Background: an optimization exercise with open tools, aiming at small area. Do not read the settings as production practice.
Function was checked by simulation only, so behaviour that the tests miss may differ from the original.
Power and IR drop assume default switching activity.

==> flow/design.v, too long to show whole: its modules and the start of the top module <==
// module PE: 475 lines
// module PE_F: 499 lines
// module BENC: 12 lines
// module BSEL: 9 lines
// module XR: 3 lines
// module XNR: 3 lines
// module ND: 3 lines
// module NR: 3 lines
// module AN: 3 lines
// module AO: 3 lines
// module HA: 4 lines
// module FA: 4 lines
// module PE_array: 103 lines
// module MS: 9 lines
module PE_array #(
    parameter DATA_WIDTH    = 16 ,
    parameter SYSTOLIC_SIZE = 8
) (
    input                                       clk          ,
    input                                       rst_n        ,
    input                                       reset_pe     ,
    input                                       write_out_en ,
    input  [SYSTOLIC_SIZE * DATA_WIDTH - 1 : 0] wgt_in       ,
    input  [SYSTOLIC_SIZE * DATA_WIDTH - 1 : 0] ifm_in       ,
    output [SYSTOLIC_SIZE * DATA_WIDTH - 1 : 0] ofm_out
);
  // ...
==> flow/run.sh <==
#!/bin/bash
# synth_recipe.tcl (not shown) runs the flow's synth.tcl, then flattens the netlist and writes it again
# the make line also repeats each setting of config.mk as NAME=value (left out here)
make -C /OpenROAD-flow-scripts/flow DESIGN_CONFIG=/design/flow/config.mk WORK_HOME=/design/flow/orfs CLKGATE_MAP_FILE= SYNTH_SCRIPT=/design/flow/synth_recipe.tcl finish
==> flow/config.mk <==
export PLATFORM = sky130hd
export DESIGN_NAME = PE_array
export DESIGN_NICKNAME = PE_array
export VERILOG_FILES = /design/flow/design.v
export SDC_FILE = /design/flow/constraint.sdc
export NUM_CORES = 4
export LEC_CHECK = 0
export CAP_MARGIN = 20
export CORE_MARGIN = 2
export CORE_UTILIZATION = 40
export CTS_BUF_LIST = sky130_fd_sc_hd__clkbuf_4 sky130_fd_sc_hd__clkbuf_8
export CTS_CLUSTER_SIZE = 30
export SLEW_MARGIN = 20
export SYNTH_HIERARCHICAL = 1
export SYNTH_MINIMUM_KEEP_SIZE = 0
==> flow/constraint.sdc <==
create_clock -name core_clock -period 8.0 [get_ports {clk}]
set_input_delay 1.6000 -clock core_clock [delete_from_list [all_inputs] [get_ports {clk}]]
set_output_delay 1.6000 -clock core_clock [all_outputs]
set_load 0.01 [all_outputs]
==> impl_metrics.csv, run 1 <==
group,metric,value,unit
run_status,outcome,"failed layout checks",
run_status,so_faults,"antenna rules",
critical_path,max_stage_delay,0.53,ns
route,routed_wirelength,775.1,mm
pwr,leakage,123.9,nW
critical_path,cp_cell_sequence,"nand2b_1, o22ai_1, xor2_1, fa_1, fa_1, fa_1, fa_1, fa_1, fa_1, fa_1, fa_1, fa_1, fa_1, fa_1, fa_1, fa_1, fa_1, xor2_1, and2b_2",
pwr,p_per_area,459.6,nW/µm²
critical_path,rrSetupSlack,0.47,ns
sta,layout_setup_ws,0.4707,ns
route,met1Wirelength,327.8,mm
synthesis,synthArstFlopShare,4.000,%
pwr,top_power_group,"combinational logic",
route,detail-route-antenna-nets,1,
critical_path,cp.required,9.20,ns
grt,grt_pass1_vias,193700,
synthesis,avgSynthCellArea,12.00,µm²
synthesis,synth_top_area_share,30.24,%
sta,relSlewSlack,30.31,%
layout,reg.largest.list,"row.col.acc x1024, row.col.mac x1024",
layout,nFlopsAndLatches,3850,
layout,fill_cells,61480,
clock_tree,cts_root_buffer,"clkbuf_8",
layout,fin_area,303200,µm²
route,wl_met2,378.0,mm
synthesis,synth_edf_count,0,
pwr,combPwrFrac,64.9,%
clock_tree,tritoncts,"built",
place,dp_hpwl,586.0,mm
clock_tree,h-tree-depth,6,
sta,rsz0062_at_grt,"no",
place,place_ws,-0.07165,ns
floorplanning,die_width,821.2,µm
critical_path,crit_buf_inv,0,
synthesis,synth_top_family_by_area,"adder cells",
layout,final_cells,33560,
==> run 2: changes to the inputs <==
==> flow/design.v (replaced) <==
module PE (
    input  [7:0]  one_n ,   
    input  [7:0]  two_n ,   
    input  [7:0]  neg   ,   
    input  [15:0] bn    ,   
    input  [15:0] acc   ,
    input         clr   ,
    output [15:0] d
);
    wire p1;
    NR u2 (.a(one_n[0]), .b(bn[0]), .y(p1));
    wire x3;
    XR u4 (.a(p1), .b(neg[0]), .y(x3));
    wire p5;
    BSEL u6 (.one_n(one_n[0]), .two_n(two_n[0]), .bn0(bn[1]), .bn1(bn[0]), .sel(p5));
    wire x7;
    XR u8 (.a(p5), .b(neg[0]), .y(x7));
    wire p9;
    BSEL u10 (.one_n(one_n[0]), .two_n(two_n[0]), .bn0(bn[2]), .bn1(bn[1]), .sel(p9));
    wire x11;
    XR u12 (.a(p9), .b(neg[0]), .y(x11));
    wire p13;
    BSEL u14 (.one_n(one_n[0]), .two_n(two_n[0]), .bn0(bn[3]), .bn1(bn[2]), .sel(p13));
    wire x15;
    XR u16 (.a(p13), .b(neg[0]), .y(x15));
    wire p17;
    BSEL u18 (.one_n(one_n[0]), .two_n(two_n[0]), .bn0(bn[4]), .bn1(bn[3]), .sel(p17));
    wire x19;
    XR u20 (.a(p17), .b(neg[0]), .y(x19));
    wire p21;
    BSEL u22 (.one_n(one_n[0]), .two_n(two_n[0]), .bn0(bn[5]), .bn1(bn[4]), .sel(p21));
    wire x23;
    XR u24 (.a(p21), .b(neg[0]), .y(x23));
    wire p25;
    BSEL u26 (.one_n(one_n[0]), .two_n(two_n[0]), .bn0(bn[6]), .bn1(bn[5]), .sel(p25));
    wire x27;
    XR u28 (.a(p25), .b(neg[0]), .y(x27));
    wire p29;
    BSEL u30 (.one_n(one_n[0]), .two_n(two_n[0]), .bn0(bn[7]), .bn1(bn[6]), .sel(p29));
    wire x31;
    XR u32 (.a(p29), .b(neg[0]), .y(x31));
    wire p33;
    BSEL u34 (.one_n(one_n[0]), .two_n(two_n[0]), .bn0(bn[8]), .bn1(bn[7]), .sel(p33));
    wire x35;
    XR u36 (.a(p33), .b(neg[0]), .y(x35));
    wire p37;
    BSEL u38 (.one_n(one_n[0]), .two_n(two_n[0]), .bn0(bn[9]), .bn1(bn[8]), .sel(p37));
    wire x39;
    XR u40 (.a(p37), .b(neg[0]), .y(x39));
    wire p41;
    BSEL u42 (.one_n(one_n[0]), .two_n(two_n[0]), .bn0(bn[10]), .bn1(bn[9]), .sel(p41));
    wire x43;
    XR u44 (.a(p41), .b(neg[0]), .y(x43));
    wire p45;
    BSEL u46 (.one_n(one_n[0]), .two_n(two_n[0]), .bn0(bn[11]), .bn1(bn[10]), .sel(p45));
    wire x47;
    XR u48 (.a(p45), .b(neg[0]), .y(x47));
    wire p49;
    BSEL u50 (.one_n(one_n[0]), .two_n(two_n[0]), .bn0(bn[12]), .bn1(bn[11]), .sel(p49));
    wire x51;
    XR u52 (.a(p49), .b(neg[0]), .y(x51));
    wire p53;
    BSEL u54 (.one_n(one_n[0]), .two_n(two_n[0]), .bn0(bn[13]), .bn1(bn[12]), .sel(p53));
    wire x55;
    XR u56 (.a(p53), .b(neg[0]), .y(x55));
    wire p57;
    BSEL u58 (.one_n(one_n[0]), .two_n(two_n[0]), .bn0(bn[14]), .bn1(bn[13]), .sel(p57));
    wire x59;
    XR u60 (.a(p57), .b(neg[0]), .y(x59));
    wire p61;
    BSEL u62 (.one_n(one_n[0]), .two_n(two_n[0]), .bn0(bn[15]), .bn1(bn[14]), .sel(p61));
    wire x63;
    XR u64 (.a(p61), .b(neg[0]), .y(x63));
    wire p65;
    NR u66 (.a(one_n[1]), .b(bn[0]), .y(p65));
    wire x67;
    XR u68 (.a(p65), .b(neg[1]), .y(x67));
    wire p69;
    BSEL u70 (.one_n(one_n[1]), .two_n(two_n[1]), .bn0(bn[1]), .bn1(bn[0]), .sel(p69));
    wire x71;
    XR u72 (.a(p69), .b(neg[1]), .y(x71));
    wire p73;
    BSEL u74 (.one_n(one_n[1]), .two_n(two_n[1]), .bn0(bn[2]), .bn1(bn[1]), .sel(p73));
    wire x75;
    XR u76 (.a(p73), .b(neg[1]), .y(x75));
    wire p77;
    BSEL u78 (.one_n(one_n[1]), .two_n(two_n[1]), .bn0(bn[3]), .bn1(bn[2]), .sel(p77));
    wire x79;
    XR u80 (.a(p77), .b(neg[1]), .y(x79));
    wire p81;
    BSEL u82 (.one_n(one_n[1]), .two_n(two_n[1]), .bn0(bn[4]), .bn1(bn[3]), .sel(p81));
    wire x83;
    XR u84 (.a(p81), .b(neg[1]), .y(x83));
    wire p85;
    BSEL u86 (.one_n(one_n[1]), .two_n(two_n[1]), .bn0(bn[5]), .bn1(bn[4]), .sel(p85));
    wire x87;
    XR u88 (.a(p85), .b(neg[1]), .y(x87));
    wire p89;
    BSEL u90 (.one_n(one_n[1]), .two_n(two_n[1]), .bn0(bn[6]), .bn1(bn[5]), .sel(p89));
    wire x91;
    XR u92 (.a(p89), .b(neg[1]), .y(x91));
    wire p93;
    BSEL u94 (.one_n(one_n[1]), .two_n(two_n[1]), .bn0(bn[7]), .bn1(bn[6]), .sel(p93));
    wire x95;
    XR u96 (.a(p93), .b(neg[1]), .y(x95));
    wire p97;
    BSEL u98 (.one_n(one_n[1]), .two_n(two_n[1]), .bn0(bn[8]), .bn1(bn[7]), .sel(p97));
    wire x99;
    XR u100 (.a(p97), .b(neg[1]), .y(x99));
    wire p101;
    BSEL u102 (.one_n(one_n[1]), .two_n(two_n[1]), .bn0(bn[9]), .bn1(bn[8]), .sel(p101));
    wire x103;
    XR u104 (.a(p101), .b(neg[1]), .y(x103));
    wire p105;
    BSEL u106 (.one_n(one_n[1]), .two_n(two_n[1]), .bn0(bn[10]), .bn1(bn[9]), .sel(p105));
    wire x107;
    XR u108 (.a(p105), .b(neg[1]), .y(x107));
    wire p109;
    BSEL u110 (.one_n(one_n[1]), .two_n(two_n[1]), .bn0(bn[11]), .bn1(bn[10]), .sel(p109));
    wire x111;
    XR u112 (.a(p109), .b(neg[1]), .y(x111));
    wire p113;
    BSEL u114 (.one_n(one_n[1]), .two_n(two_n[1]), .bn0(bn[12]), .bn1(bn[11]), .sel(p113));
    wire x115;
    XR u116 (.a(p113), .b(neg[1]), .y(x115));
    wire p117;
    BSEL u118 (.one_n(one_n[1]), .two_n(two_n[1]), .bn0(bn[13]), .bn1(bn[12]), .sel(p117));
    wire x119;
    XR u120 (.a(p117), .b(neg[1]), .y(x119));
    wire p121;
    NR u122 (.a(one_n[2]), .b(bn[0]), .y(p121));
    wire x123;
    XR u124 (.a(p121), .b(neg[2]), .y(x123));
    wire p125;
    BSEL u126 (.one_n(one_n[2]), .two_n(two_n[2]), .bn0(bn[1]), .bn1(bn[0]), .sel(p125));
    wire x127;
    XR u128 (.a(p125), .b(neg[2]), .y(x127));
    wire p129;
    BSEL u130 (.one_n(one_n[2]), .two_n(two_n[2]), .bn0(bn[2]), .bn1(bn[1]), .sel(p129));
    wire x131;
    XR u132 (.a(p129), .b(neg[2]), .y(x131));
    wire p133;
    BSEL u134 (.one_n(one_n[2]), .two_n(two_n[2]), .bn0(bn[3]), .bn1(bn[2]), .sel(p133));
    wire x135;
    XR u136 (.a(p133), .b(neg[2]), .y(x135));
    wire p137;
    BSEL u138 (.one_n(one_n[2]), .two_n(two_n[2]), .bn0(bn[4]), .bn1(bn[3]), .sel(p137));
    wire x139;
    XR u140 (.a(p137), .b(neg[2]), .y(x139));
    wire p141;
    BSEL u142 (.one_n(one_n[2]), .two_n(two_n[2]), .bn0(bn[5]), .bn1(bn[4]), .sel(p141));
    wire x143;
    XR u144 (.a(p141), .b(neg[2]), .y(x143));
    wire p145;
    BSEL u146 (.one_n(one_n[2]), .two_n(two_n[2]), .bn0(bn[6]), .bn1(bn[5]), .sel(p145));
    wire x147;
    XR u148 (.a(p145), .b(neg[2]), .y(x147));
    wire p149;
    BSEL u150 (.one_n(one_n[2]), .two_n(two_n[2]), .bn0(bn[7]), .bn1(bn[6]), .sel(p149));
    wire x151;
    XR u152 (.a(p149), .b(neg[2]), .y(x151));
    wire p153;
    BSEL u154 (.one_n(one_n[2]), .two_n(two_n[2]), .bn0(bn[8]), .bn1(bn[7]), .sel(p153));
    wire x155;
    XR u156 (.a(p153), .b(neg[2]), .y(x155));
    wire p157;
    BSEL u158 (.one_n(one_n[2]), .two_n(two_n[2]), .bn0(bn[9]), .bn1(bn[8]), .sel(p157));
    wire x159;
    XR u160 (.a(p157), .b(neg[2]), .y(x159));
    wire p161;
    BSEL u162 (.one_n(one_n[2]), .two_n(two_n[2]), .bn0(bn[10]), .bn1(bn[9]), .sel(p161));
    wire x163;
    XR u164 (.a(p161), .b(neg[2]), .y(x163));
    wire p165;
    BSEL u166 (.one_n(one_n[2]), .two_n(two_n[2]), .bn0(bn[11]), .bn1(bn[10]), .sel(p165));
    wire x167;
    XR u168 (.a(p165), .b(neg[2]), .y(x167));
    wire p169;
    NR u170 (.a(one_n[3]), .b(bn[0]), .y(p169));
    wire x171;
    XR u172 (.a(p169), .b(neg[3]), .y(x171));
    wire p173;
    BSEL u174 (.one_n(one_n[3]), .two_n(two_n[3]), .bn0(bn[1]), .bn1(bn[0]), .sel(p173));
    wire x175;
    XR u176 (.a(p173), .b(neg[3]), .y(x175));
    wire p177;
    BSEL u178 (.one_n(one_n[3]), .two_n(two_n[3]), .bn0(bn[2]), .bn1(bn[1]), .sel(p177));
    wire x179;
    XR u180 (.a(p177), .b(neg[3]), .y(x179));
    wire p181;
    BSEL u182 (.one_n(one_n[3]), .two_n(two_n[3]), .bn0(bn[3]), .bn1(bn[2]), .sel(p181));
    wire x183;
    XR u184 (.a(p181), .b(neg[3]), .y(x183));
    wire p185;
    BSEL u186 (.one_n(one_n[3]), .two_n(two_n[3]), .bn0(bn[4]), .bn1(bn[3]), .sel(p185));
    wire x187;
    XR u188 (.a(p185), .b(neg[3]), .y(x187));
    wire p189;
    BSEL u190 (.one_n(one_n[3]), .two_n(two_n[3]), .bn0(bn[5]), .bn1(bn[4]), .sel(p189));
    wire x191;
    XR u192 (.a(p189), .b(neg[3]), .y(x191));
    wire p193;
    BSEL u194 (.one_n(one_n[3]), .two_n(two_n[3]), .bn0(bn[6]), .bn1(bn[5]), .sel(p193));
    wire x195;
    XR u196 (.a(p193), .b(neg[3]), .y(x195));
    wire p197;
    BSEL u198 (.one_n(one_n[3]), .two_n(two_n[3]), .bn0(bn[7]), .bn1(bn[6]), .sel(p197));
    wire x199;
    XR u200 (.a(p197), .b(neg[3]), .y(x199));
    wire p201;
    BSEL u202 (.one_n(one_n[3]), .two_n(two_n[3]), .bn0(bn[8]), .bn1(bn[7]), .sel(p201));
    wire x203;
    XR u204 (.a(p201), .b(neg[3]), .y(x203));
    wire p205;
    BSEL u206 (.one_n(one_n[3]), .two_n(two_n[3]), .bn0(bn[9]), .bn1(bn[8]), .sel(p205));
    wire x207;
    XR u208 (.a(p205), .b(neg[3]), .y(x207));
    wire p209;
    NR u210 (.a(one_n[4]), .b(bn[0]), .y(p209));
    wire x211;
    XR u212 (.a(p209), .b(neg[4]), .y(x211));
    wire p213;
    BSEL u214 (.one_n(one_n[4]), .two_n(two_n[4]), .bn0(bn[1]), .bn1(bn[0]), .sel(p213));
    wire x215;
    XR u216 (.a(p213), .b(neg[4]), .y(x215));
    wire p217;
    BSEL u218 (.one_n(one_n[4]), .two_n(two_n[4]), .bn0(bn[2]), .bn1(bn[1]), .sel(p217));
    wire x219;
    XR u220 (.a(p217), .b(neg[4]), .y(x219));
    wire p221;
    BSEL u222 (.one_n(one_n[4]), .two_n(two_n[4]), .bn0(bn[3]), .bn1(bn[2]), .sel(p221));
    wire x223;
    XR u224 (.a(p221), .b(neg[4]), .y(x223));
    wire p225;
    BSEL u226 (.one_n(one_n[4]), .two_n(two_n[4]), .bn0(bn[4]), .bn1(bn[3]), .sel(p225));
    wire x227;
    XR u228 (.a(p225), .b(neg[4]), .y(x227));
    wire p229;
    BSEL u230 (.one_n(one_n[4]), .two_n(two_n[4]), .bn0(bn[5]), .bn1(bn[4]), .sel(p229));
    wire x231;
    XR u232 (.a(p229), .b(neg[4]), .y(x231));
    wire p233;
    BSEL u234 (.one_n(one_n[4]), .two_n(two_n[4]), .bn0(bn[6]), .bn1(bn[5]), .sel(p233));
    wire x235;
    XR u236 (.a(p233), .b(neg[4]), .y(x235));
    wire p237;
    BSEL u238 (.one_n(one_n[4]), .two_n(two_n[4]), .bn0(bn[7]), .bn1(bn[6]), .sel(p237));
    wire x239;
    XR u240 (.a(p237), .b(neg[4]), .y(x239));
    wire p241;
    NR u242 (.a(one_n[5]), .b(bn[0]), .y(p241));
    wire x243;
    XR u244 (.a(p241), .b(neg[5]), .y(x243));
    wire p245;
    BSEL u246 (.one_n(one_n[5]), .two_n(two_n[5]), .bn0(bn[1]), .bn1(bn[0]), .sel(p245));
    wire x247;
    XR u248 (.a(p245), .b(neg[5]), .y(x247));
    wire p249;
    BSEL u250 (.one_n(one_n[5]), .two_n(two_n[5]), .bn0(bn[2]), .bn1(bn[1]), .sel(p249));
    wire x251;
    XR u252 (.a(p249), .b(neg[5]), .y(x251));
    wire p253;
    BSEL u254 (.one_n(one_n[5]), .two_n(two_n[5]), .bn0(bn[3]), .bn1(bn[2]), .sel(p253));
    wire x255;
    XR u256 (.a(p253), .b(neg[5]), .y(x255));
    wire p257;
    BSEL u258 (.one_n(one_n[5]), .two_n(two_n[5]), .bn0(bn[4]), .bn1(bn[3]), .sel(p257));
    wire x259;
    XR u260 (.a(p257), .b(neg[5]), .y(x259));
    wire p261;
    BSEL u262 (.one_n(one_n[5]), .two_n(two_n[5]), .bn0(bn[5]), .bn1(bn[4]), .sel(p261));
    wire x263;
    XR u264 (.a(p261), .b(neg[5]), .y(x263));
    wire p265;
    NR u266 (.a(one_n[6]), .b(bn[0]), .y(p265));
    wire x267;
    XR u268 (.a(p265), .b(neg[6]), .y(x267));
    wire p269;
    BSEL u270 (.one_n(one_n[6]), .two_n(two_n[6]), .bn0(bn[1]), .bn1(bn[0]), .sel(p269));
    wire x271;
    XR u272 (.a(p269), .b(neg[6]), .y(x271));
    wire p273;
    BSEL u274 (.one_n(one_n[6]), .two_n(two_n[6]), .bn0(bn[2]), .bn1(bn[1]), .sel(p273));
    wire x275;
    XR u276 (.a(p273), .b(neg[6]), .y(x275));
    wire p277;
    BSEL u278 (.one_n(one_n[6]), .two_n(two_n[6]), .bn0(bn[3]), .bn1(bn[2]), .sel(p277));
    wire x279;
    XR u280 (.a(p277), .b(neg[6]), .y(x279));
    wire p281;
    NR u282 (.a(one_n[7]), .b(bn[0]), .y(p281));
    wire x283;
    XR u284 (.a(p281), .b(neg[7]), .y(x283));
    wire p285;
    BSEL u286 (.one_n(one_n[7]), .two_n(two_n[7]), .bn0(bn[1]), .bn1(bn[0]), .sel(p285));
    wire x287;
    XR u288 (.a(p285), .b(neg[7]), .y(x287));
    wire s289, c290;
    FA u291 (.a(acc[0]), .b(neg[0]), .c(x3), .s(s289), .co(c290));
    wire s292, c293;
    FA u294 (.a(acc[1]), .b(x7), .c(c290), .s(s292), .co(c293));
    wire s295, c296;
    FA u297 (.a(acc[2]), .b(neg[1]), .c(x11), .s(s295), .co(c296));
    wire s298, c299;
    FA u300 (.a(x67), .b(s295), .c(c293), .s(s298), .co(c299));
    wire s301, c302;
    FA u303 (.a(acc[3]), .b(x15), .c(x71), .s(s301), .co(c302));
    wire s304, c305;
    FA u306 (.a(c296), .b(s301), .c(c299), .s(s304), .co(c305));
    wire s307, c308;
    FA u309 (.a(acc[4]), .b(neg[2]), .c(x123), .s(s307), .co(c308));
    wire s310, c311;
    FA u312 (.a(x19), .b(x75), .c(c302), .s(s310), .co(c311));
    wire s313, c314;
    FA u315 (.a(s307), .b(s310), .c(c305), .s(s313), .co(c314));
    wire s316, c317;
    FA u318 (.a(acc[5]), .b(x127), .c(x23), .s(s316), .co(c317));
    wire s319, c320;
    FA u321 (.a(x79), .b(c308), .c(s316), .s(s319), .co(c320));
    wire s322, c323;
    FA u324 (.a(c311), .b(s319), .c(c314), .s(s322), .co(c323));
    wire s325, c326;
    FA u327 (.a(acc[6]), .b(neg[3]), .c(x131), .s(s325), .co(c326));
    wire s328, c329;
    FA u330 (.a(x171), .b(x27), .c(x83), .s(s328), .co(c329));
    wire s331, c332;
    FA u333 (.a(c317), .b(s325), .c(s328), .s(s331), .co(c332));
    wire s334, c335;
    FA u336 (.a(c320), .b(s331), .c(c323), .s(s334), .co(c335));
    wire s337, c338;
    FA u339 (.a(acc[7]), .b(x135), .c(x175), .s(s337), .co(c338));
    wire s340, c341;
    FA u342 (.a(x31), .b(x87), .c(c326), .s(s340), .co(c341));
    wire s343, c344;
    FA u345 (.a(c329), .b(s337), .c(c332), .s(s343), .co(c344));
    wire s346, c347;
    FA u348 (.a(s340), .b(s343), .c(c335), .s(s346), .co(c347));
    wire s349, c350;
    FA u351 (.a(acc[8]), .b(neg[4]), .c(x139), .s(s349), .co(c350));
    wire s352, c353;
    FA u354 (.a(x179), .b(x211), .c(x35), .s(s352), .co(c353));
    wire s355, c356;
    FA u357 (.a(x91), .b(c338), .c(s349), .s(s355), .co(c356));
    wire s358, c359;
    FA u360 (.a(s352), .b(c341), .c(s355), .s(s358), .co(c359));
    wire s361, c362;
    FA u363 (.a(c344), .b(s358), .c(c347), .s(s361), .co(c362));
    wire s364, c365;
    FA u366 (.a(acc[9]), .b(x143), .c(x183), .s(s364), .co(c365));
    wire s367, c368;
    FA u369 (.a(x215), .b(x39), .c(x95), .s(s367), .co(c368));
    wire s370, c371;
    FA u372 (.a(c350), .b(c353), .c(s364), .s(s370), .co(c371));
    wire s373, c374;
    FA u375 (.a(s367), .b(c356), .c(s370), .s(s373), .co(c374));
    wire s376, c377;
    FA u378 (.a(c359), .b(s373), .c(c362), .s(s376), .co(c377));
    wire s379, c380;
    FA u381 (.a(acc[10]), .b(neg[5]), .c(x147), .s(s379), .co(c380));
    wire s382, c383;
    FA u384 (.a(x187), .b(x219), .c(x243), .s(s382), .co(c383));
    wire s385, c386;
    FA u387 (.a(x43), .b(x99), .c(c365), .s(s385), .co(c386));
    wire s388, c389;
    FA u390 (.a(c368), .b(s379), .c(s382), .s(s388), .co(c389));
    wire s391, c392;
    FA u393 (.a(c371), .b(s385), .c(s388), .s(s391), .co(c392));
    wire s394, c395;
    FA u396 (.a(c374), .b(s391), .c(c377), .s(s394), .co(c395));
    wire s397, c398;
    FA u399 (.a(acc[11]), .b(x103), .c(x151), .s(s397), .co(c398));
    wire s400, c401;
    FA u402 (.a(x191), .b(x223), .c(x247), .s(s400), .co(c401));
    wire s403, c404;
    FA u405 (.a(x47), .b(c380), .c(c383), .s(s403), .co(c404));
    wire s406, c407;
    FA u408 (.a(s397), .b(s400), .c(c386), .s(s406), .co(c407));
    wire s409, c410;
    FA u411 (.a(c389), .b(s403), .c(s406), .s(s409), .co(c410));
    wire s412, c413;
    FA u414 (.a(c392), .b(s409), .c(c395), .s(s412), .co(c413));
    wire s415, c416;
    FA u417 (.a(acc[12]), .b(neg[6]), .c(x107), .s(s415), .co(c416));
    wire s418, c419;
    FA u420 (.a(x155), .b(x195), .c(x227), .s(s418), .co(c419));
    wire s421, c422;
    FA u423 (.a(x251), .b(x267), .c(x51), .s(s421), .co(c422));
    wire s424, c425;
    FA u426 (.a(c398), .b(c401), .c(s415), .s(s424), .co(c425));
    wire s427, c428;
    FA u429 (.a(s418), .b(s421), .c(c404), .s(s427), .co(c428));
    wire s430, c431;
    FA u432 (.a(s424), .b(c407), .c(s427), .s(s430), .co(c431));
    wire s433, c434;
    FA u435 (.a(c410), .b(s430), .c(c413), .s(s433), .co(c434));
    wire s436, c437;
    FA u438 (.a(acc[13]), .b(x111), .c(x159), .s(s436), .co(c437));
    wire s439, c440;
    FA u441 (.a(x199), .b(x231), .c(x255), .s(s439), .co(c440));
    wire s442, c443;
    FA u444 (.a(x271), .b(x55), .c(c416), .s(s442), .co(c443));
    wire s445, c446;
    FA u447 (.a(c419), .b(c422), .c(s436), .s(s445), .co(c446));
    wire s448, c449;
    FA u450 (.a(s439), .b(c425), .c(s442), .s(s448), .co(c449));
    wire s451, c452;
    FA u453 (.a(s445), .b(c428), .c(s448), .s(s451), .co(c452));
    wire s454, c455;
    FA u456 (.a(c431), .b(s451), .c(c434), .s(s454), .co(c455));
    wire s457, c458;
    FA u459 (.a(acc[14]), .b(neg[7]), .c(x115), .s(s457), .co(c458));
    wire s460, c461;
    FA u462 (.a(x163), .b(x203), .c(x235), .s(s460), .co(c461));
    wire s463, c464;
    FA u465 (.a(x259), .b(x275), .c(x283), .s(s463), .co(c464));
    wire s466, c467;
    FA u468 (.a(x59), .b(c437), .c(c440), .s(s466), .co(c467));
    wire s469, c470;
    FA u471 (.a(s457), .b(s460), .c(s463), .s(s469), .co(c470));
    wire s472, c473;
    FA u474 (.a(c443), .b(c446), .c(s466), .s(s472), .co(c473));
    wire s475, c476;
    FA u477 (.a(s469), .b(c449), .c(s472), .s(s475), .co(c476));
    wire s478, c479;
    FA u480 (.a(c452), .b(s475), .c(c455), .s(s478), .co(c479));
    wire x481;
    XR u482 (.a(acc[15]), .b(x119), .y(x481));
    wire x483;
    XR u484 (.a(x167), .b(x207), .y(x483));
    wire x485;
    XR u486 (.a(x239), .b(x263), .y(x485));
    wire x487;
    XR u488 (.a(x279), .b(x287), .y(x487));
    wire x489;
    XR u490 (.a(x63), .b(x481), .y(x489));
    wire x491;
    XR u492 (.a(x483), .b(x485), .y(x491));
    wire x493;
    XR u494 (.a(x487), .b(x489), .y(x493));
    wire x495;
    XR u496 (.a(x491), .b(c458), .y(x495));
    wire x497;
    XR u498 (.a(c461), .b(c464), .y(x497));
    wire x499;
    XR u500 (.a(x493), .b(x495), .y(x499));
    wire x501;
    XR u502 (.a(x497), .b(x499), .y(x501));
    wire x503;
    XR u504 (.a(c467), .b(c470), .y(x503));
    wire x505;
    XR u506 (.a(x501), .b(x503), .y(x505));
    wire x507;
    XR u508 (.a(x505), .b(c473), .y(x507));
    wire x509;
    XR u510 (.a(x507), .b(c476), .y(x509));
    wire x511;
    XR u512 (.a(x509), .b(c479), .y(x511));
    wire [15:0] sum = {x511, s478, s454, s433, s412, s394, s376, s361, s346, s334, s322, s313, s304, s298, s292, s289};
    assign d = {16{~clr}} & sum;
endmodule
module PE_F (
    input  [7:0]  one_n ,   
    input  [7:0]  two_n ,   
    input  [7:0]  neg   ,   
    input  [15:0] bn    ,   
    input  [15:0] acc   ,
    input         clr   ,
    output [15:0] d
);
    wire p1;
    NR u2 (.a(one_n[0]), .b(bn[0]), .y(p1));
    wire x3;
    XR u4 (.a(p1), .b(neg[0]), .y(x3));
    wire p5;
    BSEL u6 (.one_n(one_n[0]), .two_n(two_n[0]), .bn0(bn[1]), .bn1(bn[0]), .sel(p5));
    wire x7;
    XR u8 (.a(p5), .b(neg[0]), .y(x7));
    wire p9;
    BSEL u10 (.one_n(one_n[0]), .two_n(two_n[0]), .bn0(bn[2]), .bn1(bn[1]), .sel(p9));
    wire x11;
    XR u12 (.a(p9), .b(neg[0]), .y(x11));
    wire p13;
    BSEL u14 (.one_n(one_n[0]), .two_n(two_n[0]), .bn0(bn[3]), .bn1(bn[2]), .sel(p13));
    wire x15;
    XR u16 (.a(p13), .b(neg[0]), .y(x15));
    wire p17;
    BSEL u18 (.one_n(one_n[0]), .two_n(two_n[0]), .bn0(bn[4]), .bn1(bn[3]), .sel(p17));
    wire x19;
    XR u20 (.a(p17), .b(neg[0]), .y(x19));
    wire p21;
    BSEL u22 (.one_n(one_n[0]), .two_n(two_n[0]), .bn0(bn[5]), .bn1(bn[4]), .sel(p21));
    wire x23;
    XR u24 (.a(p21), .b(neg[0]), .y(x23));
    wire p25;
    BSEL u26 (.one_n(one_n[0]), .two_n(two_n[0]), .bn0(bn[6]), .bn1(bn[5]), .sel(p25));
    wire x27;
    XR u28 (.a(p25), .b(neg[0]), .y(x27));
    wire p29;
    BSEL u30 (.one_n(one_n[0]), .two_n(two_n[0]), .bn0(bn[7]), .bn1(bn[6]), .sel(p29));
    wire x31;
    XR u32 (.a(p29), .b(neg[0]), .y(x31));
    wire p33;
    BSEL u34 (.one_n(one_n[0]), .two_n(two_n[0]), .bn0(bn[8]), .bn1(bn[7]), .sel(p33));
    wire x35;
    XR u36 (.a(p33), .b(neg[0]), .y(x35));
    wire p37;
    BSEL u38 (.one_n(one_n[0]), .two_n(two_n[0]), .bn0(bn[9]), .bn1(bn[8]), .sel(p37));
    wire x39;
    XR u40 (.a(p37), .b(neg[0]), .y(x39));
    wire p41;
    BSEL u42 (.one_n(one_n[0]), .two_n(two_n[0]), .bn0(bn[10]), .bn1(bn[9]), .sel(p41));
    wire x43;
    XR u44 (.a(p41), .b(neg[0]), .y(x43));
    wire p45;
    BSEL u46 (.one_n(one_n[0]), .two_n(two_n[0]), .bn0(bn[11]), .bn1(bn[10]), .sel(p45));
    wire x47;
    XR u48 (.a(p45), .b(neg[0]), .y(x47));
    wire p49;
    BSEL u50 (.one_n(one_n[0]), .two_n(two_n[0]), .bn0(bn[12]), .bn1(bn[11]), .sel(p49));
    wire x51;
    XR u52 (.a(p49), .b(neg[0]), .y(x51));
    wire p53;
    BSEL u54 (.one_n(one_n[0]), .two_n(two_n[0]), .bn0(bn[13]), .bn1(bn[12]), .sel(p53));
    wire x55;
    XR u56 (.a(p53), .b(neg[0]), .y(x55));
    wire p57;
    BSEL u58 (.one_n(one_n[0]), .two_n(two_n[0]), .bn0(bn[14]), .bn1(bn[13]), .sel(p57));
    wire x59;
    XR u60 (.a(p57), .b(neg[0]), .y(x59));
    wire p61;
    BSEL u62 (.one_n(one_n[0]), .two_n(two_n[0]), .bn0(bn[15]), .bn1(bn[14]), .sel(p61));
    wire x63;
    XR u64 (.a(p61), .b(neg[0]), .y(x63));
    wire p65;
    NR u66 (.a(one_n[1]), .b(bn[0]), .y(p65));
    wire x67;
    XR u68 (.a(p65), .b(neg[1]), .y(x67));
    wire p69;
    BSEL u70 (.one_n(one_n[1]), .two_n(two_n[1]), .bn0(bn[1]), .bn1(bn[0]), .sel(p69));
    wire x71;
    XR u72 (.a(p69), .b(neg[1]), .y(x71));
    wire p73;
    BSEL u74 (.one_n(one_n[1]), .two_n(two_n[1]), .bn0(bn[2]), .bn1(bn[1]), .sel(p73));
    wire x75;
    XR u76 (.a(p73), .b(neg[1]), .y(x75));
    wire p77;
    BSEL u78 (.one_n(one_n[1]), .two_n(two_n[1]), .bn0(bn[3]), .bn1(bn[2]), .sel(p77));
    wire x79;
    XR u80 (.a(p77), .b(neg[1]), .y(x79));
    wire p81;
    BSEL u82 (.one_n(one_n[1]), .two_n(two_n[1]), .bn0(bn[4]), .bn1(bn[3]), .sel(p81));
    wire x83;
    XR u84 (.a(p81), .b(neg[1]), .y(x83));
    wire p85;
    BSEL u86 (.one_n(one_n[1]), .two_n(two_n[1]), .bn0(bn[5]), .bn1(bn[4]), .sel(p85));
    wire x87;
    XR u88 (.a(p85), .b(neg[1]), .y(x87));
    wire p89;
    BSEL u90 (.one_n(one_n[1]), .two_n(two_n[1]), .bn0(bn[6]), .bn1(bn[5]), .sel(p89));
    wire x91;
    XR u92 (.a(p89), .b(neg[1]), .y(x91));
    wire p93;
    BSEL u94 (.one_n(one_n[1]), .two_n(two_n[1]), .bn0(bn[7]), .bn1(bn[6]), .sel(p93));
    wire x95;
    XR u96 (.a(p93), .b(neg[1]), .y(x95));
    wire p97;
    BSEL u98 (.one_n(one_n[1]), .two_n(two_n[1]), .bn0(bn[8]), .bn1(bn[7]), .sel(p97));
    wire x99;
    XR u100 (.a(p97), .b(neg[1]), .y(x99));
    wire p101;
    BSEL u102 (.one_n(one_n[1]), .two_n(two_n[1]), .bn0(bn[9]), .bn1(bn[8]), .sel(p101));
    wire x103;
    XR u104 (.a(p101), .b(neg[1]), .y(x103));
    wire p105;
    BSEL u106 (.one_n(one_n[1]), .two_n(two_n[1]), .bn0(bn[10]), .bn1(bn[9]), .sel(p105));
    wire x107;
    XR u108 (.a(p105), .b(neg[1]), .y(x107));
    wire p109;
    BSEL u110 (.one_n(one_n[1]), .two_n(two_n[1]), .bn0(bn[11]), .bn1(bn[10]), .sel(p109));
    wire x111;
    XR u112 (.a(p109), .b(neg[1]), .y(x111));
    wire p113;
    BSEL u114 (.one_n(one_n[1]), .two_n(two_n[1]), .bn0(bn[12]), .bn1(bn[11]), .sel(p113));
    wire x115;
    XR u116 (.a(p113), .b(neg[1]), .y(x115));
    wire p117;
    BSEL u118 (.one_n(one_n[1]), .two_n(two_n[1]), .bn0(bn[13]), .bn1(bn[12]), .sel(p117));
    wire x119;
    XR u120 (.a(p117), .b(neg[1]), .y(x119));
    wire p121;
    NR u122 (.a(one_n[2]), .b(bn[0]), .y(p121));
    wire x123;
    XR u124 (.a(p121), .b(neg[2]), .y(x123));
    wire p125;
    BSEL u126 (.one_n(one_n[2]), .two_n(two_n[2]), .bn0(bn[1]), .bn1(bn[0]), .sel(p125));
    wire x127;
    XR u128 (.a(p125), .b(neg[2]), .y(x127));
    wire p129;
    BSEL u130 (.one_n(one_n[2]), .two_n(two_n[2]), .bn0(bn[2]), .bn1(bn[1]), .sel(p129));
    wire x131;
    XR u132 (.a(p129), .b(neg[2]), .y(x131));
    wire p133;
    BSEL u134 (.one_n(one_n[2]), .two_n(two_n[2]), .bn0(bn[3]), .bn1(bn[2]), .sel(p133));
    wire x135;
    XR u136 (.a(p133), .b(neg[2]), .y(x135));
    wire p137;
    BSEL u138 (.one_n(one_n[2]), .two_n(two_n[2]), .bn0(bn[4]), .bn1(bn[3]), .sel(p137));
    wire x139;
    XR u140 (.a(p137), .b(neg[2]), .y(x139));
    wire p141;
    BSEL u142 (.one_n(one_n[2]), .two_n(two_n[2]), .bn0(bn[5]), .bn1(bn[4]), .sel(p141));
    wire x143;
    XR u144 (.a(p141), .b(neg[2]), .y(x143));
    wire p145;
    BSEL u146 (.one_n(one_n[2]), .two_n(two_n[2]), .bn0(bn[6]), .bn1(bn[5]), .sel(p145));
    wire x147;
    XR u148 (.a(p145), .b(neg[2]), .y(x147));
    wire p149;
    BSEL u150 (.one_n(one_n[2]), .two_n(two_n[2]), .bn0(bn[7]), .bn1(bn[6]), .sel(p149));
    wire x151;
    XR u152 (.a(p149), .b(neg[2]), .y(x151));
    wire p153;
    BSEL u154 (.one_n(one_n[2]), .two_n(two_n[2]), .bn0(bn[8]), .bn1(bn[7]), .sel(p153));
    wire x155;
    XR u156 (.a(p153), .b(neg[2]), .y(x155));
    wire p157;
    BSEL u158 (.one_n(one_n[2]), .two_n(two_n[2]), .bn0(bn[9]), .bn1(bn[8]), .sel(p157));
    wire x159;
    XR u160 (.a(p157), .b(neg[2]), .y(x159));
    wire p161;
    BSEL u162 (.one_n(one_n[2]), .two_n(two_n[2]), .bn0(bn[10]), .bn1(bn[9]), .sel(p161));
    wire x163;
    XR u164 (.a(p161), .b(neg[2]), .y(x163));
    wire p165;
    BSEL u166 (.one_n(one_n[2]), .two_n(two_n[2]), .bn0(bn[11]), .bn1(bn[10]), .sel(p165));
    wire x167;
    XR u168 (.a(p165), .b(neg[2]), .y(x167));
    wire p169;
    NR u170 (.a(one_n[3]), .b(bn[0]), .y(p169));
    wire x171;
    XR u172 (.a(p169), .b(neg[3]), .y(x171));
    wire p173;
    BSEL u174 (.one_n(one_n[3]), .two_n(two_n[3]), .bn0(bn[1]), .bn1(bn[0]), .sel(p173));
    wire x175;
    XR u176 (.a(p173), .b(neg[3]), .y(x175));
    wire p177;
    BSEL u178 (.one_n(one_n[3]), .two_n(two_n[3]), .bn0(bn[2]), .bn1(bn[1]), .sel(p177));
    wire x179;
    XR u180 (.a(p177), .b(neg[3]), .y(x179));
    wire p181;
    BSEL u182 (.one_n(one_n[3]), .two_n(two_n[3]), .bn0(bn[3]), .bn1(bn[2]), .sel(p181));
    wire x183;
    XR u184 (.a(p181), .b(neg[3]), .y(x183));
    wire p185;
    BSEL u186 (.one_n(one_n[3]), .two_n(two_n[3]), .bn0(bn[4]), .bn1(bn[3]), .sel(p185));
    wire x187;
    XR u188 (.a(p185), .b(neg[3]), .y(x187));
    wire p189;
    BSEL u190 (.one_n(one_n[3]), .two_n(two_n[3]), .bn0(bn[5]), .bn1(bn[4]), .sel(p189));
    wire x191;
    XR u192 (.a(p189), .b(neg[3]), .y(x191));
    wire p193;
    BSEL u194 (.one_n(one_n[3]), .two_n(two_n[3]), .bn0(bn[6]), .bn1(bn[5]), .sel(p193));
    wire x195;
    XR u196 (.a(p193), .b(neg[3]), .y(x195));
    wire p197;
    BSEL u198 (.one_n(one_n[3]), .two_n(two_n[3]), .bn0(bn[7]), .bn1(bn[6]), .sel(p197));
    wire x199;
    XR u200 (.a(p197), .b(neg[3]), .y(x199));
    wire p201;
    BSEL u202 (.one_n(one_n[3]), .two_n(two_n[3]), .bn0(bn[8]), .bn1(bn[7]), .sel(p201));
    wire x203;
    XR u204 (.a(p201), .b(neg[3]), .y(x203));
    wire p205;
    BSEL u206 (.one_n(one_n[3]), .two_n(two_n[3]), .bn0(bn[9]), .bn1(bn[8]), .sel(p205));
    wire x207;
    XR u208 (.a(p205), .b(neg[3]), .y(x207));
    wire p209;
    NR u210 (.a(one_n[4]), .b(bn[0]), .y(p209));
    wire x211;
    XR u212 (.a(p209), .b(neg[4]), .y(x211));
    wire p213;
    BSEL u214 (.one_n(one_n[4]), .two_n(two_n[4]), .bn0(bn[1]), .bn1(bn[0]), .sel(p213));
    wire x215;
    XR u216 (.a(p213), .b(neg[4]), .y(x215));
    wire p217;
    BSEL u218 (.one_n(one_n[4]), .two_n(two_n[4]), .bn0(bn[2]), .bn1(bn[1]), .sel(p217));
    wire x219;
    XR u220 (.a(p217), .b(neg[4]), .y(x219));
    wire p221;
    BSEL u222 (.one_n(one_n[4]), .two_n(two_n[4]), .bn0(bn[3]), .bn1(bn[2]), .sel(p221));
    wire x223;
    XR u224 (.a(p221), .b(neg[4]), .y(x223));
    wire p225;
    BSEL u226 (.one_n(one_n[4]), .two_n(two_n[4]), .bn0(bn[4]), .bn1(bn[3]), .sel(p225));
    wire x227;
    XR u228 (.a(p225), .b(neg[4]), .y(x227));
    wire p229;
    BSEL u230 (.one_n(one_n[4]), .two_n(two_n[4]), .bn0(bn[5]), .bn1(bn[4]), .sel(p229));
    wire x231;
    XR u232 (.a(p229), .b(neg[4]), .y(x231));
    wire p233;
    BSEL u234 (.one_n(one_n[4]), .two_n(two_n[4]), .bn0(bn[6]), .bn1(bn[5]), .sel(p233));
    wire x235;
    XR u236 (.a(p233), .b(neg[4]), .y(x235));
    wire p237;
    BSEL u238 (.one_n(one_n[4]), .two_n(two_n[4]), .bn0(bn[7]), .bn1(bn[6]), .sel(p237));
    wire x239;
    XR u240 (.a(p237), .b(neg[4]), .y(x239));
    wire p241;
    NR u242 (.a(one_n[5]), .b(bn[0]), .y(p241));
    wire x243;
    XR u244 (.a(p241), .b(neg[5]), .y(x243));
    wire p245;
    BSEL u246 (.one_n(one_n[5]), .two_n(two_n[5]), .bn0(bn[1]), .bn1(bn[0]), .sel(p245));
    wire x247;
    XR u248 (.a(p245), .b(neg[5]), .y(x247));
    wire p249;
    BSEL u250 (.one_n(one_n[5]), .two_n(two_n[5]), .bn0(bn[2]), .bn1(bn[1]), .sel(p249));
    wire x251;
    XR u252 (.a(p249), .b(neg[5]), .y(x251));
    wire p253;
    BSEL u254 (.one_n(one_n[5]), .two_n(two_n[5]), .bn0(bn[3]), .bn1(bn[2]), .sel(p253));
    wire x255;
    XR u256 (.a(p253), .b(neg[5]), .y(x255));
    wire p257;
    BSEL u258 (.one_n(one_n[5]), .two_n(two_n[5]), .bn0(bn[4]), .bn1(bn[3]), .sel(p257));
    wire x259;
    XR u260 (.a(p257), .b(neg[5]), .y(x259));
    wire p261;
    BSEL u262 (.one_n(one_n[5]), .two_n(two_n[5]), .bn0(bn[5]), .bn1(bn[4]), .sel(p261));
    wire x263;
    XR u264 (.a(p261), .b(neg[5]), .y(x263));
    wire p265;
    NR u266 (.a(one_n[6]), .b(bn[0]), .y(p265));
    wire x267;
    XR u268 (.a(p265), .b(neg[6]), .y(x267));
    wire p269;
    BSEL u270 (.one_n(one_n[6]), .two_n(two_n[6]), .bn0(bn[1]), .bn1(bn[0]), .sel(p269));
    wire x271;
    XR u272 (.a(p269), .b(neg[6]), .y(x271));
    wire p273;
    BSEL u274 (.one_n(one_n[6]), .two_n(two_n[6]), .bn0(bn[2]), .bn1(bn[1]), .sel(p273));
    wire x275;
    XR u276 (.a(p273), .b(neg[6]), .y(x275));
    wire p277;
    BSEL u278 (.one_n(one_n[6]), .two_n(two_n[6]), .bn0(bn[3]), .bn1(bn[2]), .sel(p277));
    wire x279;
    XR u280 (.a(p277), .b(neg[6]), .y(x279));
    wire p281;
    NR u282 (.a(one_n[7]), .b(bn[0]), .y(p281));
    wire x283;
    XR u284 (.a(p281), .b(neg[7]), .y(x283));
    wire p285;
    BSEL u286 (.one_n(one_n[7]), .two_n(two_n[7]), .bn0(bn[1]), .bn1(bn[0]), .sel(p285));
    wire x287;
    XR u288 (.a(p285), .b(neg[7]), .y(x287));
    wire s289, c290;
    FA u291 (.a(acc[0]), .b(neg[0]), .c(x3), .s(s289), .co(c290));
    wire s292, c293;
    FA u294 (.a(acc[1]), .b(x7), .c(c290), .s(s292), .co(c293));
    wire s295, c296;
    FA u297 (.a(acc[2]), .b(neg[1]), .c(x11), .s(s295), .co(c296));
    wire s298, c299;
    FA u300 (.a(x67), .b(s295), .c(c293), .s(s298), .co(c299));
    wire s301, c302;
    FA u303 (.a(acc[3]), .b(x15), .c(x71), .s(s301), .co(c302));
    wire s304, c305;
    FA u306 (.a(c296), .b(s301), .c(c299), .s(s304), .co(c305));
    wire s307, c308;
    FA u309 (.a(acc[4]), .b(neg[2]), .c(x123), .s(s307), .co(c308));
    wire s310, c311;
    FA u312 (.a(x19), .b(x75), .c(c302), .s(s310), .co(c311));
    wire s313, c314;
    FA u315 (.a(s307), .b(s310), .c(c305), .s(s313), .co(c314));
    wire s316, c317;
    FA u318 (.a(acc[5]), .b(x127), .c(x23), .s(s316), .co(c317));
    wire s319, c320;
    FA u321 (.a(x79), .b(c308), .c(s316), .s(s319), .co(c320));
    wire s322, c323;
    FA u324 (.a(c311), .b(s319), .c(c314), .s(s322), .co(c323));
    wire s325, c326;
    FA u327 (.a(acc[6]), .b(neg[3]), .c(x131), .s(s325), .co(c326));
    wire s328, c329;
    FA u330 (.a(x171), .b(x27), .c(x83), .s(s328), .co(c329));
    wire s331, c332;
    FA u333 (.a(c317), .b(s325), .c(s328), .s(s331), .co(c332));
    wire s334, c335;
    FA u336 (.a(c320), .b(s331), .c(c323), .s(s334), .co(c335));
    wire s337, c338;
    FA u339 (.a(acc[7]), .b(x135), .c(x175), .s(s337), .co(c338));
    wire s340, c341;
    FA u342 (.a(x31), .b(x87), .c(c326), .s(s340), .co(c341));
    wire s343, c344;
    FA u345 (.a(c329), .b(s337), .c(c332), .s(s343), .co(c344));
    wire s346, c347;
    FA u348 (.a(s340), .b(s343), .c(c335), .s(s346), .co(c347));
    wire s349, c350;
    FA u351 (.a(acc[8]), .b(neg[4]), .c(x139), .s(s349), .co(c350));
    wire s352, c353;
    FA u354 (.a(x179), .b(x211), .c(x35), .s(s352), .co(c353));
    wire s355, c356;
    FA u357 (.a(x91), .b(c338), .c(s349), .s(s355), .co(c356));
    wire s358, c359;
    FA u360 (.a(s352), .b(c341), .c(s355), .s(s358), .co(c359));
    wire s361, c362;
    FA u363 (.a(c344), .b(s358), .c(c347), .s(s361), .co(c362));
    wire s364, c365;
    FA u366 (.a(acc[9]), .b(x143), .c(x183), .s(s364), .co(c365));
    wire s367, c368;
    FA u369 (.a(x215), .b(x39), .c(x95), .s(s367), .co(c368));
    wire s370, c371;
    FA u372 (.a(c350), .b(c353), .c(s364), .s(s370), .co(c371));
    wire s373, c374;
    FA u375 (.a(s367), .b(c356), .c(s370), .s(s373), .co(c374));
    wire s376, c377;
    FA u378 (.a(c359), .b(s373), .c(c362), .s(s376), .co(c377));
    wire s379, c380;
    FA u381 (.a(acc[10]), .b(neg[5]), .c(x147), .s(s379), .co(c380));
    wire s382, c383;
    FA u384 (.a(x187), .b(x219), .c(x243), .s(s382), .co(c383));
    wire s385, c386;
    FA u387 (.a(x43), .b(x99), .c(c365), .s(s385), .co(c386));
    wire s388, c389;
    FA u390 (.a(c368), .b(s379), .c(s382), .s(s388), .co(c389));
    wire s391, c392;
    FA u393 (.a(c371), .b(s385), .c(s388), .s(s391), .co(c392));
    wire s394, c395;
    FA u396 (.a(c374), .b(s391), .c(c377), .s(s394), .co(c395));
    wire s397, c398;
    FA u399 (.a(acc[11]), .b(x103), .c(x151), .s(s397), .co(c398));
    wire s400, c401;
    FA u402 (.a(x191), .b(x223), .c(x247), .s(s400), .co(c401));
    wire s403, c404;
    FA u405 (.a(x47), .b(c380), .c(c383), .s(s403), .co(c404));
    wire s406, c407;
    FA u408 (.a(s397), .b(s400), .c(c386), .s(s406), .co(c407));
    wire s409, c410;
    FA u411 (.a(c389), .b(s403), .c(s406), .s(s409), .co(c410));
    wire x412;
    XR u413 (.a(c392), .b(s409), .y(x412));
    wire g414;
    AN u415 (.a(c392), .b(s409), .y(g414));
    wire x416;
    XR u417 (.a(x412), .b(c395), .y(x416));
    wire c418;
    AO u419 (.a1(x412), .a2(c395), .b(g414), .y(c418));
    wire s420, c421;
    FA u422 (.a(acc[12]), .b(neg[6]), .c(x107), .s(s420), .co(c421));
    wire s423, c424;
    FA u425 (.a(x155), .b(x195), .c(x227), .s(s423), .co(c424));
    wire s426, c427;
    FA u428 (.a(x251), .b(x267), .c(x51), .s(s426), .co(c427));
    wire s429, c430;
    FA u431 (.a(c398), .b(c401), .c(s420), .s(s429), .co(c430));
    wire s432, c433;
    FA u434 (.a(s423), .b(s426), .c(c404), .s(s432), .co(c433));
    wire s435, c436;
    FA u437 (.a(s429), .b(c407), .c(s432), .s(s435), .co(c436));
    wire x438;
    XR u439 (.a(c410), .b(s435), .y(x438));
    wire g440;
    AN u441 (.a(c410), .b(s435), .y(g440));
    wire x442;
    XR u443 (.a(x438), .b(c418), .y(x442));
    wire c444;
    AO u445 (.a1(x438), .a2(c418), .b(g440), .y(c444));
    wire s446, c447;
    FA u448 (.a(acc[13]), .b(x111), .c(x159), .s(s446), .co(c447));
    wire s449, c450;
    FA u451 (.a(x199), .b(x231), .c(x255), .s(s449), .co(c450));
    wire s452, c453;
    FA u454 (.a(x271), .b(x55), .c(c421), .s(s452), .co(c453));
    wire s455, c456;
    FA u457 (.a(c424), .b(c427), .c(s446), .s(s455), .co(c456));
    wire s458, c459;
    FA u460 (.a(s449), .b(c430), .c(s452), .s(s458), .co(c459));
    wire s461, c462;
    FA u463 (.a(s455), .b(c433), .c(s458), .s(s461), .co(c462));
    wire x464;
    XR u465 (.a(c436), .b(s461), .y(x464));
    wire g466;
    AN u467 (.a(c436), .b(s461), .y(g466));
    wire x468;
    XR u469 (.a(x464), .b(c444), .y(x468));
    wire c470;
    AO u471 (.a1(x464), .a2(c444), .b(g466), .y(c470));
    wire s472, c473;
    FA u474 (.a(acc[14]), .b(neg[7]), .c(x115), .s(s472), .co(c473));
    wire s475, c476;
    FA u477 (.a(x163), .b(x203), .c(x235), .s(s475), .co(c476));
    wire s478, c479;
    FA u480 (.a(x259), .b(x275), .c(x283), .s(s478), .co(c479));
    wire s481, c482;
    FA u483 (.a(x59), .b(c447), .c(c450), .s(s481), .co(c482));
    wire s484, c485;
    FA u486 (.a(s472), .b(s475), .c(s478), .s(s484), .co(c485));
    wire s487, c488;
    FA u489 (.a(c453), .b(c456), .c(s481), .s(s487), .co(c488));
    wire s490, c491;
    FA u492 (.a(s484), .b(c459), .c(s487), .s(s490), .co(c491));
    wire x493;
    XR u494 (.a(c462), .b(s490), .y(x493));
    wire g495;
    AN u496 (.a(c462), .b(s490), .y(g495));
    wire x497;
    XR u498 (.a(x493), .b(c470), .y(x497));
    wire c499;
    AO u500 (.a1(x493), .a2(c470), .b(g495), .y(c499));
    wire x501;
    XR u502 (.a(acc[15]), .b(x119), .y(x501));
    wire x503;
    XR u504 (.a(x167), .b(x207), .y(x503));
    wire x505;
    XR u506 (.a(x239), .b(x263), .y(x505));
    wire x507;
    XR u508 (.a(x279), .b(x287), .y(x507));
    wire x509;
    XR u510 (.a(x63), .b(x501), .y(x509));
    wire x511;
    XR u512 (.a(x503), .b(x505), .y(x511));
    wire x513;
    XR u514 (.a(x507), .b(x509), .y(x513));
    wire x515;
    XR u516 (.a(x511), .b(c473), .y(x515));
    wire x517;
    XR u518 (.a(c476), .b(c479), .y(x517));
    wire x519;
    XR u520 (.a(x513), .b(x515), .y(x519));
    wire x521;
    XR u522 (.a(x517), .b(x519), .y(x521));
    wire x523;
    XR u524 (.a(c482), .b(c485), .y(x523));
    wire x525;
    XR u526 (.a(x521), .b(x523), .y(x525));
    wire x527;
    XR u528 (.a(x525), .b(c488), .y(x527));
    wire x529;
    XR u530 (.a(x527), .b(c491), .y(x529));
    wire x531;
    XR u532 (.a(x529), .b(c499), .y(x531));
    wire [15:0] sum = {x531, x497, x468, x442, x416, s394, s376, s361, s346, s334, s322, s313, s304, s298, s292, s289};
    assign d = {16{~clr}} & sum;
endmodule
module ENC (
    input  [15:0] a ,
    output [7:0]  one_n ,
    output [7:0]  two_n ,
    output [7:0]  neg
);
    assign one_n[0] = ~a[0] ;
    assign two_n[0] = ~(a[1] & ~a[0]) ;
    genvar r ;
    generate
        for (r = 1; r < 8; r = r + 1) begin : g_digit
            BENC u_enc (.hi(a[2*r+1]), .mid(a[2*r]), .lo(a[2*r-1]), .one_n(one_n[r]), .two_n(two_n[r]));
        end
        for (r = 0; r < 8; r = r + 1) begin : g_neg
            assign neg[r] = a[2*r+1] ;
        end
    endgenerate
endmodule
module BENC (
    input  hi ,
    input  mid ,
    input  lo ,
    output one_n ,
    output two_n
);
    wire d ;
    XNR u_one (.a(mid), .b(lo), .y(one_n));
    XR  u_d   (.a(hi), .b(mid), .y(d));
    ND  u_two (.a(d), .b(one_n), .y(two_n));
endmodule
module BSEL (
    input  one_n ,
    input  two_n ,
    input  bn0 ,    
    input  bn1 ,    
    output sel
);
    assign sel = ~((one_n | bn0) & (two_n | bn1)) ;
endmodule
module XR (input a, input b, output y);
    assign y = a ^ b ;
endmodule
module XNR (input a, input b, output y);
    assign y = ~(a ^ b) ;
endmodule
module ND (input a, input b, output y);
    assign y = ~(a & b) ;
endmodule
module NR (input a, input b, output y);
    assign y = ~(a | b) ;
endmodule
module AN (input a, input b, output y);
    assign y = a & b ;
endmodule
module AO (input a1, input a2, input b, output y);
    assign y = (a1 & a2) | b ;
endmodule
module HA (input a, input b, output s, output co);
    assign s  = a ^ b ;
    assign co = a & b ;
endmodule
module FA (input a, input b, input c, output s, output co);
    assign s  = a ^ b ^ c ;
    assign co = (a & b) | (a & c) | (b & c) ;
endmodule
module PE_array #(
    parameter DATA_WIDTH    = 16 ,
    parameter SYSTOLIC_SIZE = 8
) (
    input                                       clk          ,
    input                                       rst_n        ,
    input                                       reset_pe     ,
    input                                       write_out_en ,
    input  [SYSTOLIC_SIZE * DATA_WIDTH - 1 : 0] wgt_in       ,
    input  [SYSTOLIC_SIZE * DATA_WIDTH - 1 : 0] ifm_in       ,
    output [SYSTOLIC_SIZE * DATA_WIDTH - 1 : 0] ofm_out
);
    localparam S  = SYSTOLIC_SIZE ;
    localparam DW = DATA_WIDTH ;
    reg  [2 : 0]     cnt ;
    reg  [S - 1 : 1] mac_ok ;
    wire             acc_ok = (cnt != 3'd0) ;
    always @(posedge clk or negedge rst_n) begin
        if (!rst_n) begin
            cnt    <= 3'd0 ;
            mac_ok <= {(S - 1){1'b0}} ;
        end
        else begin
            if (cnt != 3'd7) cnt <= cnt + 3'd1 ;
            mac_ok <= write_out_en ? {1'b1, mac_ok[S - 1 : 2]} : {(S - 1){acc_ok}} ;
        end
    end
    wire [S - 1 : 0] clr_m ;
    genvar i, j, k;
    generate
        for (i = 0; i < S; i = i + 1) begin : g_clr
            assign clr_m[i] = reset_pe | (cnt < i) ;
        end
    endgenerate
    wire sel_mac  = write_out_en ;
    wire sel_acc  = ~write_out_en ;
    wire sel_mac0 = write_out_en & mac_ok[1] ;
    wire sel_acc0 = ~write_out_en & acc_ok ;
    localparam EW = 24 ;   
    wire [S * S * EW - 1 : 0] bottom_q ;
    wire [S * S * DW - 1 : 0] right_q  ;
    wire [S * S * DW - 1 : 0] mac_q    ;
    generate
        for (i = 0; i < S; i = i + 1) begin : row
            for (j = 0; j < S; j = j + 1) begin : col
                reg  [EW - 1 : 0] bottom ;
                reg  [DW - 1 : 0] right ;
                reg  [DW - 1 : 0] acc ;
                reg  [DW - 1 : 0] mac ;
                wire [DW - 1 : 0] acc_d ;
                wire [DW - 1 : 0] mac_d ;
                wire [EW - 1 : 0] enc ;
                if (i == 0) begin : g_enc
                    ENC u_enc (.a (wgt_in[j*DW +: DW]), .one_n (enc[7:0]), .two_n (enc[15:8]), .neg (enc[23:16]));
                end else begin : g_enc_q
                    assign enc = bottom_q[((i-1)*S + j)*EW +: EW] ;
                end
                wire [DW - 1 : 0] bn     = (j == 0)     ? ~ifm_in[i*DW +: DW] : right_q[(i*S + j-1)*DW +: DW] ;
                assign bottom_q[(i*S + j)*EW +: EW] = bottom ;
                assign right_q[(i*S + j)*DW +: DW]  = right ;
                assign mac_q[(i*S + j)*DW +: DW]    = mac ;
                if (i == 0 || j == 0) begin : g_fast
                    PE_F pe_inst (.one_n (enc[7:0]), .two_n (enc[15:8]), .neg (enc[23:16]), .bn (bn), .acc (acc), .clr (clr_m[(i > j) ? i : j]), .d (acc_d));
                end else begin : g_pe
                    PE   pe_inst (.one_n (enc[7:0]), .two_n (enc[15:8]), .neg (enc[23:16]), .bn (bn), .acc (acc), .clr (clr_m[(i > j) ? i : j]), .d (acc_d));
                end
                if (j == S - 1) begin : g_sel_last
                    assign mac_d = {DW{sel_acc}} & acc ;
                end else begin : g_sel
                    wire [DW - 1 : 0] mac_in = mac_q[(i*S + j+1)*DW +: DW] ;
                    for (k = 0; k < DW; k = k + 1) begin : g_bit
                        MS u_ms (
                            .s1 ( (j == 0) ? sel_mac0 : sel_mac ) ,
                            .a1 ( mac_in[k] ) ,
                            .s2 ( (j == 0) ? sel_acc0 : sel_acc ) ,
                            .a2 ( acc[k] ) ,
                            .y  ( mac_d[k] )
                        );
                    end
                end
                always @(posedge clk) begin
                    bottom <= enc ;
                    right  <= bn ;
                end
                if (i == 0 && j == 0) begin : g_acc_rst
                    always @(posedge clk or negedge rst_n)
                        if (!rst_n) acc <= {DW{1'b0}} ;
                        else        acc <= acc_d ;
                end else begin : g_acc
                    always @(posedge clk)
                        acc <= acc_d ;
                end
                if (j == 0) begin : g_mac_rst
                    always @(posedge clk or negedge rst_n)
                        if (!rst_n) mac <= {DW{1'b0}} ;
                        else        mac <= mac_d ;
                end else begin : g_mac
                    always @(posedge clk)
                        mac <= mac_d ;
                end
            end
        end
    endgenerate
    generate
        for (i = 0; i < S; i = i + 1) begin : ofm
            assign ofm_out[i*DW +: DW] = mac_q[i*S*DW +: DW] ;
        end
    endgenerate
endmodule
module MS (
    input  s1 ,
    input  a1 ,
    input  s2 ,
    input  a2 ,
    output y
);
    assign y = (s1 & a1) | (s2 & a2) ;
endmodule
==> flow/config.mk (replaced) <==
export PLATFORM = sky130hd
export DESIGN_NAME = PE_array
export DESIGN_NICKNAME = PE_array
export VERILOG_FILES = /design/flow/design.v
export SDC_FILE = /design/flow/constraint.sdc
export NUM_CORES = 4
export LEC_CHECK = 0
export CAP_MARGIN = 20
export CORE_MARGIN = 2
export CORE_UTILIZATION = 55
export SLEW_MARGIN = 20
export SYNTH_HIERARCHICAL = 1
export SYNTH_MINIMUM_KEEP_SIZE = 0
==> impl_metrics.csv, run 2 <==
group,metric,value,unit
route,drt_first_pass_iters,6,
layout,largest_reg_flops,1344,
sta,period_minus_slack,7.448,ns
sta,relSlewSlack,23.83,%
place,routabilityCongestion,0.9189,
place,placed_cell_area,285500,µm²
synthesis,syn_area,267700,µm²
clock_tree,cts_root_buffer,"clkbuf_16",
synthesis,synthSimpleGateAreaFrac,4.443,%
synthesis,yosysMostFrequentCell,"xor2_1",
critical_path,startpoint_type,"register",
route,detail-route-antenna-nets,0,
synthesis,ys_types,30,
synthesis,netlist_instances,21480,
layout,seqCellArea,86810,µm²
route,wire_per_inst,26.81,µm
hold_path,hold_start,"row[3].col[0].right[15]",
synthesis,yosys-top-cells-area,"dfxtp_1 (31%), fa_1 (30%), xor2_1 (19%), o22ai_1 (9.6%), a22o_1 (2.9%)",
sta,hold_violations,0,
critical_path,critPathArrivalTime,8.36,ns
synthesis,synthArstFlopShare,3.583,%
place,portBuffers,387,
synthesis,synth-seq-cells,4298,
sta,period_share,93.09,%
sta,maxSlewViolCount,0,
pwr,leakage,124.0,nW
sta,finalClockSkew,0.04851,ns
layout,drive_gt1_share,11.32,%
layout,reg.largest.list,"row.col.bottom x1344, row.col.acc x1024, row.col.mac x1024",
sta,fmax,134.3,MHz
floorplanning,die_width,701.7,µm
route,drt_iter0_drc,16380,
clock_tree,tritoncts,"built",
floorplanning,io_pins,388,
layout,final_nets,27370,
synthesis,ys.flop_type,"dfxtp_1",
hold_path,holdPathStages,0,
layout,final_cells,29920,
layout,multi_input_area,178200,µm²
layout,final_common_cell,"xor2_1",
route,vias,180900,
synthesis,netlist_top_cells_count,"xor2_1 (5808), dfxtp_1 (4144), o22ai_1 (4096), fa_1 (4036), a22o_1 (896)",
critical_path,r2r.worst_path.cells,18,
critical_path,worstPathMaxFanout,7,
grt,grt_overflow,0,
clock_tree,cts_resized,0,
clock_tree,cts_hold_buf,0,
floorplanning,die-area,492300,µm²
job,drv_cap,0,
pwr,p_per_area,485.1,nW/µm²
hold_path,holdCritPathClass,"register to register",
layout,mostFrequentLayoutCells,"xor2_1 (5808), dfxtp_1 (4144), o22ai_1 (4096)",
clock_tree,cts_buffers,446,
clock_tree,cts_sinks,4298,
synthesis,yosys_warnings,7,
layout,area_growth,12.48,%
synthesis,synth-compound-area-share,12.69,%
critical_path,startpoint,"row[0].col[1].bottom[16]",
route,vias_per_cell,6.045,
clock_tree,h-tree-depth,5,
critical_path,r2r-start,"row[0].col[1].bottom[16]",
clock_tree,ctsLongestPathBuffers,4,
layout,fill_cells,39150,
synthesis,synth_top_area_share,30.99,%
layout,fin_area,301100,µm²
grt,track_usage,32.43,%
synthesis,synth_nets,25780,
floorplanning,die_h,701.7,µm
critical_path,cp.required,8.92,ns
critical_path,worstSetupEndpointType,"register",
grt,antenna_found_initial,17,
sta,max_slew.worst_pin.slew,1.134,ns
sta,fin_setup_tns,0,ns
grt,grt_max_degree,152,
clock_tree,clk_latency,1.04,ns
sta,rsz0062_at_grt,"no",
synthesis,synth-xor-area-share,19.19,%
synthesis,synth.area.mux_share,0.008413,%
run_status,outcome,"complete, no violations",
clock_tree,clk_pin_slew,0.07,ns
place,dp_hpwl,589.8,mm
floorplanning,rows,256,
sta,finalSetupViolations,0,
pwr,ir_drop,0.0009333,V
sta,holdWs,0.3445,ns
grt,grt_pass1_vias,192000,
clock_tree,postCtsSetupRepairBufs,0,
floorplanning,core-area,485600,µm²
synthesis,yosysSeqAreaShare,32.43,%
layout,top_register,"row.col.bottom",
floorplanning,start_util,55.13,%
synthesis,avgSynthCellArea,12.46,µm²
route,routed_wirelength,802.2,mm
critical_path,crit_type,"register to register",
place,dp_cells,29080,
synthesis,yosysTopAreaCell,"dfxtp_1",
route,drcViolationCount,0,
synthesis,synth_edf_count,0,
grt,grt_pass1_wl,1226,mm
synthesis,synth-adder-area-share,30.20,%
synthesis,synth_top_family_by_area,"adder cells",
-- run 2: cell count changes in the layout (fill, tap and decap cells not counted), moves of 392 or more --
cell / change
clkbuf_8: -671
clkbuf_16: +454
dfxtp_1: +448
xnor2_1: -393
nand2_1: -392
xor2_1: -392
-- run 2: metrics by stage --
step | util, % | power, mW | worst slack, ns
after floorplan | - | 99.93 | -1.635
after global placement | 58.79 | 122.5 | -0.01389
after detailed placement | 58.79 | 123.4 | -0.1145
after CTS | 62.00 | 146.8 | 0.5719
after global routing | 62.01 | 160.0 | 0.4013
final | 62.01 | 146.1 | 0.5525
-- run 2: cell families after synthesis --
| kind of cell | Yosys count |
|---|---|
| muxes | 2 |
| adders and majority gates | 4039 |
| xor gates and xnor gates | 5865 |
| DFF | 4298 |
| and+or+nand+nor | 1794 |
| buffers and inverters | 419 |
| AOI/OAI and AO/OA | 5063 |
-- run 2: final cells by class --
class                   instances  area share [%]
diodes                         16         0.01330
clock buffers                 605           4.290
clock inverters               224          0.8796
inverters                     148          0.1874
multi-input cells           16760           59.17
flip-flops and latches       4298           28.83
well taps                    6450           2.680
repair buffers               1417           3.951
-- run 2: where the power goes --
part	total [mW]	leakage (nW)	switching (mW)	internal, mW
Sequential	32.2	36.7	5.00	27.2
Combinational	91.9	79.7	43.6	48.4
Clock	21.9	7.63	9.18	12.8
-- run 2: per-module statistics from Yosys (local to each module, per instance), excerpt --
module / flops+latches / cells inside
AO: 0 / 1
NR: 0 / 1
BSEL: 0 / 1
AN: 0 / 1
FA: 0 / 1
ND: 0 / 1
ENC: 0 / 10
PE_array: 4298 / 4732
MS: 0 / 1
XNR: 0 / 1
XR: 0 / 1
PE: 0 / 17
PE_F: 0 / 17
-- run 2: critical path: stages (launching register included) --
cell and delay, ns:
dfxtp_1 0.71, xor2_1 0.17, fa_1 0.42, fa_1 0.40, fa_1 0.41, fa_1 0.43
fa_1 0.40, fa_1 0.41, fa_1 0.43, fa_1 0.41, fa_1 0.41, fa_1 0.39
fa_1 0.38, fa_1 0.40, fa_1 0.39, fa_1 0.43, fa_1 0.39, xor2_1 0.17
and2b_2 0.19
-- run 2: per-layer routing --
layer / track usage [%] / up-vias / routed length, µm
met1: 43.53 / 93260 / 328100
met5: 0 / - / 32
met3: 3.586 / 1698 / 45440
met4: 13.79 / 4 / 39020
met2: 53.68 / 7591 / 389500
li1: - / 78310 / -
-- run 2: final timing paths --
check | endpoint | slack (ns)
max | row[1].col[1].acc[15] | 0.55
min reg2reg | row[3].col[1].right[15] | 0.34
min | row[3].col[1].right[15] | 0.34
min in group asynchronous | row[7].col[0].mac[11] | 0.50
max in group asynchronous | mac_ok[6] | 6.22
max reg2reg | row[1].col[1].acc[15] | 0.55

[afterwards: timing with drivers on the ports]
No port has a modelled driver above. Below, the same layouts with a new extraction and two added sets of constraints.
Step 1 (the two cells are an assumption about what drives the block):
set clk [get_ports {clk}]
set_driving_cell -lib_cell sky130_fd_sc_hd__clkbuf_16 $clk
set_driving_cell -lib_cell sky130_fd_sc_hd__buf_2 [delete_from_list [all_inputs] $clk]
Step 2, shift: input delay + t, output delay - t, t = (earliest + latest rising clock arrival at the registers) / 2. This alone moves slack from input paths to output paths.
Slacks: no drivers / after step 1 / after step 2; pairs: no drivers / after step 1.
run | shift t [ns] | setup slack, ns | clock arrival spread, ns | worst data-port slew with drivers (ns) | pins driven straight from the clock port
run 1 | 1.397 | 0.471 / 0.471 / -0.258 | 0.100 / 0.101 | 0.20 | 1
run 2 | 1.163 | 0.552 / 0.552 / -0.062 | 0.073 / 0.073 | 0.16 | 1
For run 1, which loses most, drivers alone change the setup slack by 0.000 ns; drivers and shift together by -0.729 ns.
